Context: an optimization exercise on an open-source flow, tuned for small area, a short achievable clock period and few clock cycles per item. The choices shown serve that exercise and are no tape-out recipe.
At most, simulation tests tie the RTL to the original design; equivalence was not proved.
Only the layout flow was run in run 1; the RTL was not checked for function there.
Power and IR drop assume default switching activity.

==> flow/design.v (outline; a module is shown in full before it is edited, if it fits) <==
// module f32_mult: 1457 lines
// module f32_mult_fa: 7 lines
module f32_mult (
  input logic clk, rst_n,
  input logic [31:0] a, b,
  input logic start,
  output logic done,
  output logic [31:0] p
);
  // ...
==> flow/flow/run.sh <==
#!/bin/bash
# The standard layout, with the input/output port buffers made from plain
# buf cells (buffer_ports otherwise picks a slow delay cell for them).
set -euo pipefail
bash standard.sh "BUFFER_PORTS_ARGS=-buffer_cell sky130_fd_sc_hd__buf_4" finish > standard_flow.log 2>&1
==> flow/standard.sh <==
#!/bin/bash
# synth_recipe.tcl (not shown) runs the flow's synth.tcl, then flattens the netlist and writes it again
# the make line also repeats each setting of config.mk as NAME=value (left out here)
make -C /OpenROAD-flow-scripts/flow DESIGN_CONFIG=/design/flow/config.mk WORK_HOME=/design/flow/orfs CLKGATE_MAP_FILE= SYNTH_SCRIPT=/design/flow/synth_recipe.tcl "${@:-finish}"
==> flow/config.mk <==
export PLATFORM = sky130hd
export DESIGN_NAME = f32_mult
export DESIGN_NICKNAME = f32_mult
export VERILOG_FILES = /design/flow/design.v
export SDC_FILE = /design/flow/constraint.sdc
export NUM_CORES = 4
export LEC_CHECK = 0
export ABC_AREA = 1
export CAP_MARGIN = 20
export CORE_MARGIN = 2
export CORE_UTILIZATION = 40
export PLACE_DENSITY = 0.75
export SETUP_SLACK_MARGIN = 4.6
export SLEW_MARGIN = 20
export SYNTH_HIERARCHICAL = 1
export SYNTH_MINIMUM_KEEP_SIZE = 0
==> flow/constraint.sdc <==
create_clock -name core_clock -period 12.0 [get_ports {clk}]
set_input_delay 2.4000 -clock core_clock [delete_from_list [all_inputs] [get_ports {clk}]]
set_output_delay 2.4000 -clock core_clock [all_outputs]
set_load 0.01 [all_outputs]
==> summary.txt, run 1 <==
* Run status: timing/DRC/antenna clean
* Minimum clock period at 7.331 ns
* Clock-pin slew on the worst setup and hold paths at 0.07 ns
* Fin. Hold Viols at 0
* Tightest Hold Check Type: in -> async
* Met1 GRT Util at 0.3450
* Tightest Pin Transition at 1.183 ns
* Max-slew violation count at 0
* Core Region at 0.05759 sq mm
* Critical Path End: p[23]
* Placed insts at 3910
* Crit path from: p_q[12]
* CP Depth at 32
* Antenna viol nets, final at 0
* Cells after Synth at 3199
* Met2 wire length at 38.14 mm
* Area leader, netlist: fa_1
* Power per Cell Area at 291.3 mW/mm^2
* # diodes at 1
* Post-Synth Simple-Gate Area at 0.2559
* Via/cell ratio at 5.895
* Syn Area/Cell at 7.258 sq um
* Bufs and invs on worst path at 5
* Psw at 4249 uW
* P_int at 3603 uW
* RSZ-0062 raised after global routing: yes
* Asr flop ratio synth at 0.007092
* CP peak stage delay at 0.33 ns
* Most frequent cells in the layout: 776 x nand2_1, 298 x o22ai_1, 287 x xor2_1
* Pwr top: combinational logic
* First-pass GRT wire length at 127.3 mm
* PnR worst setup slack at 4.669 ns
==> run 2, diff against run 1 <==
--- a/flow/design.v
+++ b/flow/design.v
@@ -828,61 +828,70 @@
   assign hs39 = ~hc36;
   assign hc39 = hc36;
   assign rx = {fc256, fc255, fc254, fc253, fc252, fc251, fc250, fc249, fc248, fc247, fc246, fc245, fc244, fc243, fc242, fc241, fc240, fc239, fc238, fc237, fc236, fc235, fc234, fc233, fc232, fc231, fc230, fc229, fc228, fc227, fc226, fc225, fc224, fc223, fc222, fc221, fc220, fc219, fc218, fc217, fc216, fc215, fc214, hc38, hc37, hs37, bp_0_1, bn0};
   assign ry = {hs39, fs256, fs255, fs254, fs253, fs252, fs251, fs250, fs249, fs248, fs247, fs246, fs245, fs244, fs243, fs242, fs241, fs240, fs239, fs238, fs237, fs236, fs235, fs234, fs233, fs232, fs231, fs230, fs229, fs228, fs227, fs226, fs225, fs224, fs223, fs222, fs221, fs220, fs219, fs218, fs217, fs216, fs215, fs214, hs38, bp_1_0, 1'b0, bp_0_0};
 logic [4:0] lz;
 logic [5:0] tz;
 assign lz = lzc24(a_ez ? m_a : m_b);
 assign tz = {1'b0, tzc24(m_a)} + {1'b0, tzc24(m_b)};
+logic nr;                       
+logic [9:0] c_sh;               
+logic [5:0] sh;                 
+logic [8:0] e_base;
+assign c_sh = 10'd151 - {1'b0, x_sum};
+assign nr = {1'b0, x_sum} >= 10'd128 + {5'b0, lz};
+assign e_base = x_sum - 9'd128 - {4'b0, lz};
+always_comb begin
+  if (nr)
+    sh = 6'd23 - {1'b0, lz};
+  else if (c_sh[9:6] != 4'd0)
+    sh = 6'd63;
+  else
+    sh = c_sh[5:0];
+end
+logic [3:0] d0, d1, d2;
+assign d0 = 4'b1 << sh[1:0];
+assign d1 = 4'b1 << sh[3:2];
+assign d2 = 4'b1 << sh[5:4];
 logic [47:0] gr, pr;
 assign gr = rx & ry;
 assign pr = rx ^ ry;
 logic sp_nan, sp_inf, sp_zero;
 logic [21:0] sp_pay;
 assign sp_nan  = a_nan | b_nan | ((a_inf | b_inf) & (a_zero | b_zero));
 assign sp_pay  = a_nan ? a[21:0] : b_nan ? b[21:0] : 22'h0;
 assign sp_inf  = a_inf | b_inf;
 assign sp_zero = a_zero | b_zero | (a_den & b_den);
 logic [47:0] g_q, p_q;
-logic [8:0] x_sum_q;
-logic [4:0] lz_q;
-logic [5:0] tz_q;
+logic [5:0] sh_q, tz_q;
+logic [3:0] d0_q, d1_q, d2_q;
+logic [8:0] e_base_q;
+logic nr_q;
 logic s_q, sp_nan_q, sp_inf_q, sp_zero_q;
 logic [21:0] sp_pay_q;
 always_ff @(posedge clk) begin
   g_q <= gr;
   p_q <= pr;
-  x_sum_q <= x_sum;
-  lz_q <= lz;
+  sh_q <= sh;
+  d0_q <= d0;
+  d1_q <= d1;
+  d2_q <= d2;
+  e_base_q <= e_base;
+  nr_q <= nr;
   tz_q <= tz;
   s_q <= s_r;
   sp_nan_q <= sp_nan;
   sp_inf_q <= sp_inf;
   sp_zero_q <= sp_zero;
   sp_pay_q <= sp_pay;
 end
-logic nr;                       
-logic [9:0] c_sh;               
-logic [5:0] sh;                 
-logic [8:0] e_base;
-assign c_sh = 10'd151 - {1'b0, x_sum_q};
-assign nr = {1'b0, x_sum_q} >= 10'd128 + {5'b0, lz_q};
-assign e_base = x_sum_q - 9'd128 - {4'b0, lz_q};
-always_comb begin
-  if (nr)
-    sh = 6'd23 - {1'b0, lz_q};
-  else if (c_sh[9:6] != 4'd0)
-    sh = 6'd63;
-  else
-    sh = c_sh[5:0];
-end
 logic st0, st1;
-assign st1 = {1'b0, tz_q} < {1'b0, sh};
-assign st0 = {1'b0, tz_q} + 7'd1 < {1'b0, sh};
+assign st1 = {1'b0, tz_q} < {1'b0, sh_q};
+assign st0 = {1'b0, tz_q} + 7'd1 < {1'b0, sh_q};
 logic [47:0] prod;
   logic [48:0] sum;
   logic [48:0] g0, p0;
   assign g0 = {g_q, 1'b0};
   assign p0 = {p_q, 1'b0};
   logic cg0, cp0;
   assign cg0 = g0[1] | (p0[1] & g0[0]);
   assign cp0 = p0[1] & p0[0];
@@ -1373,58 +1382,54 @@
 logic [23:0] mant;
 logic guard, sticky, round_up;
 logic [8:0] e1, e2;
 logic [8:0] e_pre;
 logic ovf;
 logic [30:0] rounded;
 logic [22:0] ones;
 logic [8:0] e_pre1;
-logic [3:0] d0, d1, d2;
 logic [95:0] v0;
 logic [40:0] v1;
 logic [28:0] v2;
-assign d0 = 4'b1 << sh[1:0];
-assign d1 = 4'b1 << sh[3:2];
-assign d2 = 4'b1 << sh[5:4];
 assign v0 = {47'b0, prod, 1'b0};
 always_comb begin
   for (int i = 0; i < 41; i++)
-    v1[i] = (d2[0] & v0[i]) | (d2[1] & v0[i + 16]) | (d2[2] & v0[i + 32]) | (d2[3] & v0[i + 48]);
+    v1[i] = (d2_q[0] & v0[i]) | (d2_q[1] & v0[i + 16]) | (d2_q[2] & v0[i + 32]) | (d2_q[3] & v0[i + 48]);
   for (int i = 0; i < 29; i++)
-    v2[i] = (d1[0] & v1[i]) | (d1[1] & v1[i + 4]) | (d1[2] & v1[i + 8]) | (d1[3] & v1[i + 12]);
+    v2[i] = (d1_q[0] & v1[i]) | (d1_q[1] & v1[i + 4]) | (d1_q[2] & v1[i + 8]) | (d1_q[3] & v1[i + 12]);
   for (int i = 0; i < 26; i++)
-    win[i] = (d0[0] & v2[i]) | (d0[1] & v2[i + 1]) | (d0[2] & v2[i + 2]) | (d0[3] & v2[i + 3]);
+    win[i] = (d0_q[0] & v2[i]) | (d0_q[1] & v2[i + 1]) | (d0_q[2] & v2[i + 2]) | (d0_q[3] & v2[i + 3]);
 end
 assign top = win[25];
-assign e1 = e_base + 9'd1;
-assign e2 = e_base + 9'd2;
+assign e1 = e_base_q + 9'd1;
+assign e2 = e_base_q + 9'd2;
 always_comb begin
   if (top) begin
     mant = win[25:2];
     guard = win[1];
     sticky = st1;
   end else begin
     mant = win[24:1];
     guard = win[0];
     sticky = st0;
   end
-  if (!nr)
+  if (!nr_q)
     e_pre1 = {8'b0, mant[23]} + 9'd1;
   else if (top)
     e_pre1 = e2 + 9'd1;
   else
     e_pre1 = e1 + 9'd1;
-  if (!nr)
+  if (!nr_q)
     e_pre = {8'b0, mant[23]};
   else if (top)
     e_pre = e2;
   else
     e_pre = e1;
-  ovf = nr & (e_pre >= 9'd255);
+  ovf = nr_q & (e_pre >= 9'd255);
 end
 logic [22:0] po [0:5];
 always_comb begin
   po[0] = mant[22:0];
   for (int l = 0; l < 5; l++)
     for (int i = 0; i < 23; i++)
       if ((i >> l) & 1)
         po[l + 1][i] = po[l][i] & po[l][((i >> l) << l) - 1];
--- a/flow/config.mk
+++ b/flow/config.mk
@@ -5,12 +5,12 @@
 export SDC_FILE = /design/flow/constraint.sdc
 export NUM_CORES = 4
 export LEC_CHECK = 0
 export ABC_AREA = 1
 export CAP_MARGIN = 20
 export CORE_MARGIN = 2
 export CORE_UTILIZATION = 40
 export PLACE_DENSITY = 0.75
-export SETUP_SLACK_MARGIN = 4.6
+export SETUP_SLACK_MARGIN = 3.6
 export SLEW_MARGIN = 20
 export SYNTH_HIERARCHICAL = 1
 export SYNTH_MINIMUM_KEEP_SIZE = 0
==> run 2 against run 1 <==
  * Still clean
  * Setup slack lost 0.60 ns
  * Combinational power down 18%
  * Maximum frequency is 7.6% lower
  * Sequential power up 12%
  * Synthesized cell count grew 0.31%
  * Clock power fell by 1%
  * Power down 14%
  * Global-route usage up 0.44 points
  * Flip-flop and latch count up 14
  * Sequential share of layout area grew 1.8 points
  * Largest power group unchanged
==> summary.txt, run 2 <==
* Run status: timing/DRC/antenna clean
* Synthesized Nets at 3668
* Ports at 100
* Syn Area/Cell at 7.290 sq um (+0.45%)
* Wire length per cell at 21.31 um
* Max-slew violation count at 0 (unchanged)
* CTS root buffer: clkbuf_16
* Top cells by area, synth: fa_1 22%, dfxtp_1 13%, nand2_1 13%
* CTS buffer count at 17
* Die Y at 245.8 um
* Minimum clock period at 7.936 ns (+0.6045 ns)
* Most frequent CP cell: nand2_1
* Commonest non-fill, non-tap cell in the layout: nand2_1
* Vias at 23330
* CTS H-tree lvls at 4
* Asr flop ratio synth at 0.006452 (-0.0006406)
* Share of cells above drive strength 1 at 0.07654
* Initial antenna violation count at 1
* Seq/Total Area, Yosys at 0.1328
* Top_reg_cell synth: dfxtp_1
* Setup TNS at 0 ns
* Max Fclk at 126.0 MHz
* Area leader, netlist: fa_1
* Fin util at 0.4361
* # rows at 88
* Wirelength, routed at 84.27 mm
* Fin. Hold Viols at 0 (unchanged)
* Top-count cell post-synth: nand2_1
* Data arrival, critical path at 5.54 ns
* DRT iter0 DRCs at 2625
* YS warnings at 8
* Crit path launch type: flip-flop
* Tightest Hold Check Type: in -> async
* Core Region at 0.05781 sq mm (+0.38%)
* Via/cell ratio at 5.900 (about the same)
* # Max-Cap Violations at 0
* Max_slew headroom at 0.2130
* Synth-to-Final Area Change at 7.760%
* Starting density of the core at 0.4047
* Cells after Synth at 3209 (+0.31%)
* Tightest Pin Transition at 1.173 ns (-0.009471 ns)
* Largest register FFs at 48
* Dpl hpwl at 60.41 mm
* Largest net degree at the start of global routing at 60
* Antenna viol nets, final at 0 (unchanged)
* CTS max path bufs at 2
* Die W at 245.8 um
* Die Footprint at 0.06044 sq mm
* Nets@finish at 3636
* Worst path slowest cell: nand4_2
* Number of synthesized flops with an enable pin at 0
* Post-synth top area share at 0.2242
* Gpl congestion at 1.029
* Worst-path maximum fanout at 25
* FF+latch count, synth at 155
* Most frequent cells in the layout: 798 x nand2_1, 290 x xor2_1, 280 x o22ai_1
* CP Class: reg -> out
* Max rail drop VDD at 0.1462 mV
* Leading registers by flop count: p_q (48), g_q (46), sp_pay_q (22)
* First-pass GRT wire length at 128.6 mm (+1.1%)
* Number of global-route vias before repair at 22790
* Most frequent cells after synthesis: 798 x nand2_1, 290 x xor2_1, 280 x o22ai_1
* Clock-pin slew on the worst setup and hold paths at 0.07 ns (about the same)
* Drt pass-1 iters at 8
* Leakage at 0.01166 uW
* RSZ-0062 raised after global routing: yes
* Gr ovfl total at 0
* Biggest register: p_q
* Residual DRC at 0
* Power Total at 6771 uW
* Synth Cell Area at 0.02339 sq mm
* TritonCTS clock tree: done
* CP peak stage delay at 0.45 ns (+0.12 ns)
* Yosys cell types at 53
* # setup viols final at 0
* Count of input and output buffers at 99
* Critical path endpoint category: output port
* CTS Sinks at 155
* Final Cycle Share at 0.6613
* Tot GR Track Use at 0.2754
* Power per Cell Area at 268.6 mW/mm^2 (-7.8%)
* Critical Path RT at 9.60 ns
-- run 2: changes by cell type after synthesis, moves of 14 or more --
cell / change
o22ai_1: -18
o21ai_0: +32
nor2_1: +24
nand2_1: -51
a21oi_1: +16
dfxtp_1: +14
-- run 2: stage by stage --
stage / setup slack [ns] / hold slack, ns / area [sq um] / std cells
after floorplan: 5.324 / 2.104 / 23390 / 3209
after global placement: 4.269 / 2.175 / 24600 / 3917
after detailed placement: 4.152 / 2.176 / 24600 / 3917
after CTS: 3.680 / 1.686 / 25150 / 3947
after global routing: 3.597 / 1.697 / 25210 / 3954
final: 4.064 / 1.706 / 25210 / 3954
-- run 2: report_power, final --
part	switching (uW)	total (uW)	leakage, uW	internal, uW
combinational	3210	5300	0.0101	2090
sequential	172	959	0.00129	787
clock	224	515	0.000259	291
-- run 2: layout make-up --
type,count,area (sq um)
antenna,1,2.502
clock buffer,19,442.9
clock inverter,11,112.6
fill,5788,32600
inverter,276,1036
multi-input combinational,2585,18490
sequential,155,3108
tap,765,957.2
timing repair buffer,142,1066
-- run 2: kinds of logic after synthesis --
logic type	synth area share
and+or+nand+nor	0.2438
xor gates and xnor gates	0.1138
buffers and inverters	0.07872
DFF	0.1328
adders and majority gates	0.2937
AOI/OAI and AO/OA	0.1371
-- run 2: final timing paths --
path,startpoint,to,slack (ns),cells after the start
worst min-delay path,rst_n,done,1.71,1
worst max-delay path,p_q[8],p[28],4.06,31
max in group asynchronous,rst_n,done,10.21,1
min in group core_clock,start,done,2.05,1
-- run 2: what timing repair did --
item                       4_1_cts  5_1_grt
hold endpoints to repair         0        0
resized for setup                0        4
buffers inserted                 0        3
hold buffers                     0        0
setup endpoints to repair        0       31
-- run 2: per-module statistics from Yosys (local to each module, per instance) --
module | flip-flops and latches | cell area (sq um) | times used
f32_mult | 155 | 18250 | 1
f32_mult_fa | 0 | 20.02 | 257
-- run 2: worst max-delay path: cells and delay by family (launching register included) --
kind / cells / cell delay [ns]
AOI/OAI and AO/OA: 4 / 0.75
buffers and inverters: 2 / 0.21
DFF: 1 / 0.33
and+or+nand+nor: 24 / 3.59
adders and majority gates: 1 / 0.18
-- run 2: layer usage --
metal,track usage,vias to the layer above,part of all wire
met5,0,-,0
met3,0.08753,416,0.12
li1,-,10480,-
met4,0.1446,0,0.059
met2,0.4343,1615,0.44
met1,0.3353,10820,0.38
Testbench counts of run 2, summed over its fixed seeds: cycles 12,000, ops 12,000.
==> run 3, diff against run 2 <==
--- a/flow/config.mk
+++ b/flow/config.mk
@@ -11,5 +11,5 @@
 export CORE_UTILIZATION = 40
 export PLACE_DENSITY = 0.75
-export SETUP_SLACK_MARGIN = 3.6
+export SETUP_SLACK_MARGIN = 4.0
 export SLEW_MARGIN = 20
 export SYNTH_HIERARCHICAL = 1
==> run 3 against run 2 <==
  * Routed wire length up 0.14%
  * Largest cell class unchanged
  * Still clean
  * Die area did not move
  * Utilization rose by 0.12 points
  * Largest power group unchanged
  * Sequential power barely moved
==> summary.txt, run 3 <==
* Minimum clock period at 7.591 ns (-0.3447 ns)
* Synthesized Nets at 3668 (unchanged)
* Die W at 245.8 um (unchanged)
* Max-slew violation count at 0 (unchanged)
* Tightest Pin Transition at 1.182 ns (+0.009249 ns)
* Met2 wire length at 37.23 mm (+0.36%)
* Crit path launch type: flip-flop
* Cells after Synth at 3209 (unchanged)
* Power per Cell Area at 269.0 mW/mm^2 (+0.14%)
* Residual DRC at 0 (unchanged)
* FF+latch count, synth at 155 (unchanged)
* RSZ-0062 raised after global routing: no
* CTS root buffer: clkbuf_16
* Nets@finish at 3639 (+0.083%)
* Commonest non-fill, non-tap cell in the layout: nand2_1
* Max_slew headroom at 0.2068 (-0.006204)
* Syn Area/Cell at 7.290 sq um (unchanged)
* Yosys cell types at 53 (unchanged)
* Via/cell ratio at 5.901 (about the same)
* Tightest Hold Check Type: in -> async
* TritonCTS clock tree: done
* Antenna viol nets, final at 0 (unchanged)
* Die Y at 245.8 um (unchanged)
* Largest net degree at the start of global routing at 60 (unchanged)
* Asr flop ratio synth at 0.006452 (unchanged)
* Gpl congestion at 1.029 (unchanged)
* Final hold slack at 1.709 ns (+0.003230 ns)
* Area leader, netlist: fa_1
* Setup TNS at 0 ns (unchanged)
* # setup viols final at 0 (unchanged)
* Fin util at 0.4373 (+0.001168)
* Ports at 100 (unchanged)
* Leakage at 0.01170 uW (+0.37%)
* Critical Path RT at 9.60 ns (about the same)
* # rows at 88 (unchanged)
* Most frequent CP cell: nand2_1
* CP peak stage delay at 0.33 ns (-0.12 ns)
* Data arrival, critical path at 5.19 ns (-0.35 ns)
* Share of cells above drive strength 1 at 0.07803 (+0.001495)
* Top Layer Used: met4
* # Max-Cap Violations at 0 (unchanged)
* Seq/Total Area, Yosys at 0.1328 (unchanged)
* Worst-path maximum fanout at 14 (-44%)
* Wire length per cell at 21.33 um (about the same)
* Final std cell area, no fill at 0.02528 sq mm (+0.27%)
* Critical path endpoint category: output port
* First-pass GRT wire length at 129.1 mm (+0.33%)
* Most frequent cells in the layout: 797 x nand2_1, 290 x xor2_1, 280 x o22ai_1
* Starting density of the core at 0.4047 (unchanged)
* Final Cycle Share at 0.6326 (-0.02873)
* Number of synthesized flops with an enable pin at 0 (unchanged)
* Initial antenna violation count at 1 (unchanged)
* Biggest register: p_q
* Gr ovfl total at 0 (unchanged)
* Core Region at 0.05781 sq mm (unchanged)
* Fin. Hold Viols at 0 (unchanged)
* Tot GR Track Use at 0.2763 (+0.0009135)
* Max rail drop VDD at 0.1447 mV (-1.0%)
* Max Fclk at 131.7 MHz (+4.5%)
* Synth-to-Final Area Change at 8.049%
* CTS Sinks at 155 (unchanged)
* Vias at 23350 (+0.090%)
* Worst path slowest cell: dfxtp_1
* Met1 WL at 31.96 mm (+0.57%)
* Synth Cell Area at 0.02339 sq mm (unchanged)
* Dpl hpwl at 60.41 mm (unchanged)
* Post-synth top area share at 0.2242 (unchanged)
* Wirelength, routed at 84.39 mm (+0.14%)
* CTS H-tree lvls at 4 (unchanged)
* Drt pass-1 iters at 5 (-3)
* Number of global-route vias before repair at 22860 (+0.34%)
* Run status: timing/DRC/antenna clean
* Area after DPL at 0.02460 sq mm (unchanged)
* Top_reg_cell synth: dfxtp_1
* DRT iter0 DRCs at 2709 (+3.2%)
* Die Footprint at 0.06044 sq mm (unchanged)
* Most frequent cells after synthesis: 798 x nand2_1, 290 x xor2_1, 280 x o22ai_1
* Top-count cell post-synth: nand2_1
* YS warnings at 8 (unchanged)
* Clock-pin slew on the worst setup and hold paths at 0.07 ns (about the same)
* CTS buffer count at 17 (unchanged)
* Count of input and output buffers at 99 (unchanged)
* Leading registers by flop count: p_q (48), g_q (46), sp_pay_q (22)
* CP Class: reg -> out
* Largest register FFs at 48 (unchanged)
* CTS max path bufs at 2 (unchanged)
* WL met3 at 10.32 mm (-0.93%)
* Top cells by area, synth: fa_1 22%, dfxtp_1 13%, nand2_1 13%
## run 3: cells by family (layout without fill, tap and decap cells)
kind of cell / after synthesis / count (layout) / synth area share
compound gates: 543 / 543 / 0.1371
flops: 155 / 155 / 0.1328
simple gates: 1343 / 1349 / 0.2438
xor+xnor: 304 / 304 / 0.1138
fa+ha+maj: 392 / 392 / 0.2937
buf+inv: 472 / 448 / 0.07872
other cells: 0 / 1 / 0
## run 3: timing repair
item                       in CTS  in global routing
setup endpoints to repair      31                 31
hold buffers                    0                  0
cloned                          2                  4
gates resized for setup         2                 10
setup buffers                   0                  3
pin swaps                       1                  4
## run 3: cell type report
class / instances / area [sq um]
Antenna cell: 1 / 2.502
Clock buffer: 19 / 442.9
Clock inverter: 11 / 112.6
Fill cell: 5783 / 32530
Inverter: 276 / 1036
Multi-Input combinational cell: 2588 / 18550
Sequential cell: 155 / 3108
Tap cell: 765 / 957.2
Timing Repair Buffer: 142 / 1066
## run 3: per-stage QoR
stage / instances / power [uW] / setup WS (ns)
after floorplan: 3209 / 4410 / 5.324
after CTS: 3949 / 6625 / 4.060
after global placement: 3917 / 5920 / 4.269
after global routing: 3957 / 7469 / 4.003
after detailed placement: 3917 / 6055 / 4.152
final: 3957 / 6799 / 4.409
## run 3: report_power, final
part           leakage [uW]  internal [uW]  switching (uW)
Combinational        0.0102           2100            3230
Sequential          0.00129            787             171
Clock              0.000259            291             222
## run 3: Yosys stat by module (local to each module, per instance)
module	copies in the design	cells inside
f32_mult_fa	257	1
f32_mult	1	2952
## run 3: worst max-delay path by stage
stage	startpoint	to	slack, ns	cells after the start
floorplan	a[29]	d2_q[2]	5.32	27
global placement	p_q[8]	p[11]	4.27	26
detailed placement	p_q[8]	p[11]	4.15	26
CTS	p_q[8]	p[11]	4.06	26
global route	p_q[8]	p[27]	4.00	30
finish	p_q[8]	p[28]	4.41	30
## run 3: routing by layer
metal / vias to the layer above / GRT usage
li1: 10490 / -
met1: 10880 / 0.3355
met2: 1584 / 0.4345
met3: 402 / 0.08829
met4: 0 / 0.1490
met5: - / 0
## run 3: critical path: cells and delay by family (launching register included)
family / cells / cell delay (ns)
compound gates: 4 / 0.68
flops: 1 / 0.33
simple gates: 24 / 3.38
fa+ha+maj: 1 / 0.20
buf+inv: 1 / 0.16

[port drivers added, routing unchanged]
Ports are ideal in the flow. The routed layouts listed here were re-timed in OpenROAD. Step 1 assumes that a clkbuf_16 drives the clock port and a buf_2 every other input. Step 2, shift: input delay + t, output delay - t, t = (earliest + latest rising clock arrival at the registers) / 2. This alone moves slack from input paths to output paths. Slacks: ideal ports / drivers / drivers and shift; pairs: ideal ports / drivers.
run	t, ns	setup WS [ns]	worst setup path after step 2	worst register clock-pin slew, ns	cell pins on the clock port's net
run 1	0.489	4.669 / 4.611 / 4.283	input to register	0.07 / 0.07	1
run 2	0.509	4.064 / 4.002 / 4.068	input to register	0.07 / 0.07	1
run 3	0.505	4.409 / 4.347 / 4.090	input to register	0.07 / 0.07	1
After both steps every run listed still meets setup and hold. The setup slack of run 1, which loses most, moves by -0.058 ns with the drivers and by -0.386 ns with both steps.
